This design comes from an exercise in tuning for small area and a short achievable clock period on the open sky130 flow, not from production work.

## north
==> flow/design.v <==
module pfx_add #(parameter W = 25, parameter L = 5) (
    input  [W-1:0] a,
    input  [W-1:0] b,
    input          cin,
    output [W-1:0] s,
    output         cout
);
    wire [W:0] g [0:L];
    wire [W:0] p [0:L];
    assign g[0] = {a & b, cin};
    assign p[0] = {a ^ b, 1'b0};
    genvar l, i;
    generate
        for (l = 0; l < L; l = l + 1) begin : lvl
            for (i = 0; i <= W; i = i + 1) begin : bt
                if ((i >> l) & 1) begin : comb
                    localparam integer J = ((i >> l) << l) - 1;
                    assign g[l+1][i] = g[l][i] | (p[l][i] & g[l][J]);
                    assign p[l+1][i] = p[l][i] & p[l][J];
                end else begin : pass
                    assign g[l+1][i] = g[l][i];
                    assign p[l+1][i] = p[l][i];
                end
            end
        end
    endgenerate
    assign s    = p[0][W:1] ^ g[L][W-1:0];
    assign cout = g[L][W];
endmodule
module pfx_gp #(parameter W = 25, parameter L = 5) (
    input  [W-1:0] g,
    input  [W-1:0] p,
    output [W-1:0] s
);
    wire [W-1:0] gg [0:L];
    wire [W-1:0] pp [0:L];
    assign gg[0] = g;
    assign pp[0] = p;
    genvar l, i;
    generate
        for (l = 0; l < L; l = l + 1) begin : lvl
            for (i = 0; i < W; i = i + 1) begin : bt
                if ((i >> l) & 1) begin : comb
                    localparam integer J = ((i >> l) << l) - 1;
                    assign gg[l+1][i] = gg[l][i] | (pp[l][i] & gg[l][J]);
                    assign pp[l+1][i] = pp[l][i] & pp[l][J];
                end else begin : pass
                    assign gg[l+1][i] = gg[l][i];
                    assign pp[l+1][i] = pp[l][i];
                end
            end
        end
    endgenerate
    assign s = p ^ {gg[L][W-2:0], 1'b0};
endmodule
module FLP_adder(
    input  [31:0] A,
    input  [31:0] B,
    output [31:0] sum
);
    wire        gt   = A[30:23] > B[30:23];
    wire [7:0]  d    = gt ? A[30:23] - B[30:23] : B[30:23] - A[30:23];
    wire [23:0] big  = gt ? {1'b1, A[22:0]} : {1'b1, B[22:0]};
    wire [23:0] sml  = gt ? {1'b1, B[22:0]} : {1'b1, A[22:0]};
    wire        sbig = gt ? A[31] : B[31];
    wire        sub  = A[31] ^ B[31];
    wire [7:0]  ec   = gt ? A[30:23] : B[30:23];
    wire [23:0] shd  = (d > 8'd23) ? 24'd0 : (sml >> d[4:0]);
    wire [24:0] X    = {1'b0, big} + ({1'b0, shd} ^ {25{sub}}) + {24'd0, sub};
    wire        nz   = |X[23:0];
    wire        sgn  = sbig ? (sub ? (~X[24] & nz) : ~(X[24] & nz)) : X[24];
    wire [23:0] C    = X[24] ? (24'd0 - X[23:0]) : X[23:0];
    wire [22:0] M    = C[23] ? C[22:0] : {C[21:0], 1'b0};
    wire [7:0]  e    = C[23] ? ec : ec - 8'd1;
    assign sum = {sgn, e, M};
endmodule
module FLP_adder_7(
    input  [31:0] A,
    input  [31:0] B,
    input         rst,
    input         clk,
    output [31:0] sum
);
    wire       ge  = A[30:23] >= B[30:23];
    wire [7:0] dab = A[30:23] - B[30:23];
    wire [7:0] dba = B[30:23] - A[30:23];
    reg [22:0] ma1, mb1;
    reg        sa1, sb1, ge1;
    reg [7:0]  d1, ec1;
    always @(posedge clk) begin
        ma1 <= A[22:0];
        mb1 <= B[22:0];
        sa1 <= A[31];
        sb1 <= B[31];
        ge1 <= ge;
        d1  <= ge ? dab : dba;
        ec1 <= ge ? A[30:23] : B[30:23];
    end
    wire [22:0] big2 = ge1 ? ma1 : mb1;
    wire [22:0] sml2 = ge1 ? mb1 : ma1;
    wire        sbig2 = ge1 ? sa1 : sb1;
    wire        sub2  = sa1 ^ sb1;
    wire [7:0]  d2    = d1;
    wire [7:0]  ec2   = ec1;
    wire        z2  = (|d2[7:5]) | (d2[4] & d2[3]);
    wire [23:0] shd = z2 ? 24'd0 : ({1'b1, sml2} >> d2[4:0]);
    reg  [23:0] ax3, shd3;
    reg         sbig3, sub3;
    reg  [7:0]  ec3;
    always @(posedge clk) begin
        ax3   <= {~sub2, big2 ^ {23{sub2}}};
        shd3  <= shd;
        sbig3 <= sbig2;
        sub3  <= sub2;
        ec3   <= ec2;
    end
    wire [24:0] Y;
    pfx_gp #(25) add (.g({1'b0, ax3 & shd3}), .p({sub3, ax3 ^ shd3}), .s(Y));
    reg [24:0] Y4;
    reg        sbig4, sub4;
    reg [7:0]  ec4;
    always @(posedge clk) begin
        Y4    <= Y;
        sbig4 <= sbig3;
        sub4  <= sub3;
        ec4   <= ec3;
    end
    wire [24:0] X4 = Y4 ^ {25{sub4}};
    wire [23:0] lo;       
    assign lo[0] = 1'b0;
    genvar i;
    generate
        for (i = 1; i < 24; i = i + 1) begin : orl
            assign lo[i] = |X4[i-1:0];
        end
    endgenerate
    wire        nz  = lo[23] | X4[23];
    wire        sgn = sbig4 ? (sub4 ? (~X4[24] & nz) : ~(X4[24] & nz)) : X4[24];
    wire [23:0] C   = X4[23:0] ^ (lo & {24{X4[24]}});
    reg        sgn5;
    reg [23:0] C5;
    reg [7:0]  ec5;
    always @(posedge clk) begin
        sgn5 <= sgn;
        C5   <= C;
        ec5  <= ec4;
    end
    wire [22:0] M = C5[23] ? C5[22:0] : {C5[21:0], 1'b0};
    wire [7:0]  e = C5[23] ? ec5 : ec5 - 8'd1;
    reg [31:0] r5, r6;
    always @(posedge clk) begin
        r5 <= {sgn5, e, M};
        r6 <= r5;
    end
    assign sum = r6;
endmodule
export LEC_CHECK = 0
export ABC_AREA = 1
export CAP_MARGIN = 20
export CORE_MARGIN = 2
export CORE_UTILIZATION = 40
export SETUP_SLACK_MARGIN = 3.0
export SLEW_MARGIN = 20
export TNS_END_PERCENT = 10
create_clock -name core_clock -period 5.0 [get_ports {clk}]
standard.sh (not shown) runs the stock make flow with config.mk's settings and CLKGATE_MAP_FILE= SYNTH_SCRIPT=/design/flow/synth_recipe.tcl, a recipe that flattens the netlist after the stock synthesis.
==> flow/flow/run.sh <==
#!/bin/bash
# Standard ORFS layout with smaller input-port buffers and a clock tree
# without dummy loads. Each tool's output goes to its own log under
# orfs/logs; make's output goes to make.log.
set -euo pipefail
here=$(pwd)
bash standard.sh \
  POST_GLOBAL_PLACE_TCL="$here/flow/inbuf.tcl" \
  CTS_ARGS="-sink_clustering_enable -repair_clock_nets -dont_use_dummy_load -sink_clustering_size 24 -sink_clustering_max_diameter 100" \
  finish > make.log 2>&1
==> flow/flow/inbuf.tcl <==
# After global placement: drive each input port through the smallest
# buffer, and each output port through a buf_2.
foreach inst [get_cells input*] {
  replace_cell $inst sky130_fd_sc_hd__buf_1
}
foreach inst [get_cells output*] {
  replace_cell $inst sky130_fd_sc_hd__buf_2
}
Here is what was changed in the inputs of south compared with north.
--- a/flow/design.v
+++ b/flow/design.v
@@ -105,10 +105,11 @@
     wire        z2  = (|d2[7:5]) | (d2[4] & d2[3]);
     wire [23:0] shd = z2 ? 24'd0 : ({1'b1, sml2} >> d2[4:0]);
-    reg  [23:0] ax3, shd3;
+    wire [23:0] ax = {~sub2, big2 ^ {23{sub2}}};
+    reg  [23:0] g3, p3;
     reg         sbig3, sub3;
     reg  [7:0]  ec3;
     always @(posedge clk) begin
-        ax3   <= {~sub2, big2 ^ {23{sub2}}};
-        shd3  <= shd;
+        g3    <= ax & shd;
+        p3    <= ax ^ shd;
         sbig3 <= sbig2;
         sub3  <= sub2;
@@ -116,5 +117,5 @@
     end
     wire [24:0] Y;
-    pfx_gp #(25) add (.g({1'b0, ax3 & shd3}), .p({sub3, ax3 ^ shd3}), .s(Y));
+    pfx_gp #(25) add (.g({1'b0, g3}), .p({sub3, p3}), .s(Y));
     reg [24:0] Y4;
     reg        sbig4, sub4;
| routed wire length | higher: south |. Between north and south, critical path depth decreased. The sequential share of cell area in south sits 1.1 points below the value recorded for north. The standard cells in south occupy more silicon area than those in north do. south ended up with B[23] as its first element of the critical path; north ended up with A[23]. Relative to north, total of fill cells in the finished design has increased by 33 in south. Compared south vs north, and via count of the first global-routing pass is up in south. south and north ended up with roughly the same relative area of clock buffers and inverters in the final design. Going from north to south, vertical die dimension stayed essentially flat, share of the core filled with cells in the final layout rose by 1.5 points.
No functional check of the RTL was part of any run of this note.

static timing again, ports no longer ideal:
Ports are ideal in the flow. The routed layouts listed here were re-timed in OpenROAD. Step 1 assumes that a clkbuf_16 drives the clock port and a buf_2 every other input. Step 2 also shifts input and output timing later by t, the mid clock arrival at the registers, as if the neighbouring blocks saw the same clock. a / b / c = no drivers / after step 1 / after step 2; a / b = the first two.
run	t, ns	slack for setup (ns)	worst setup path after step 2	slew at the worst register clock pin (ns)	worst data-port slew with drivers (ns)
north	0.511	2.987 / 2.981 / 2.470	input to register	0.09 / 0.09	0.05
south	0.521	2.951 / 2.963 / 2.442	input to register	0.09 / 0.09	0.04
After both steps setup and hold are still met in every run listed. For north, which loses most, drivers alone change the setup slack by -0.006 ns; drivers and shift together by -0.517 ns.
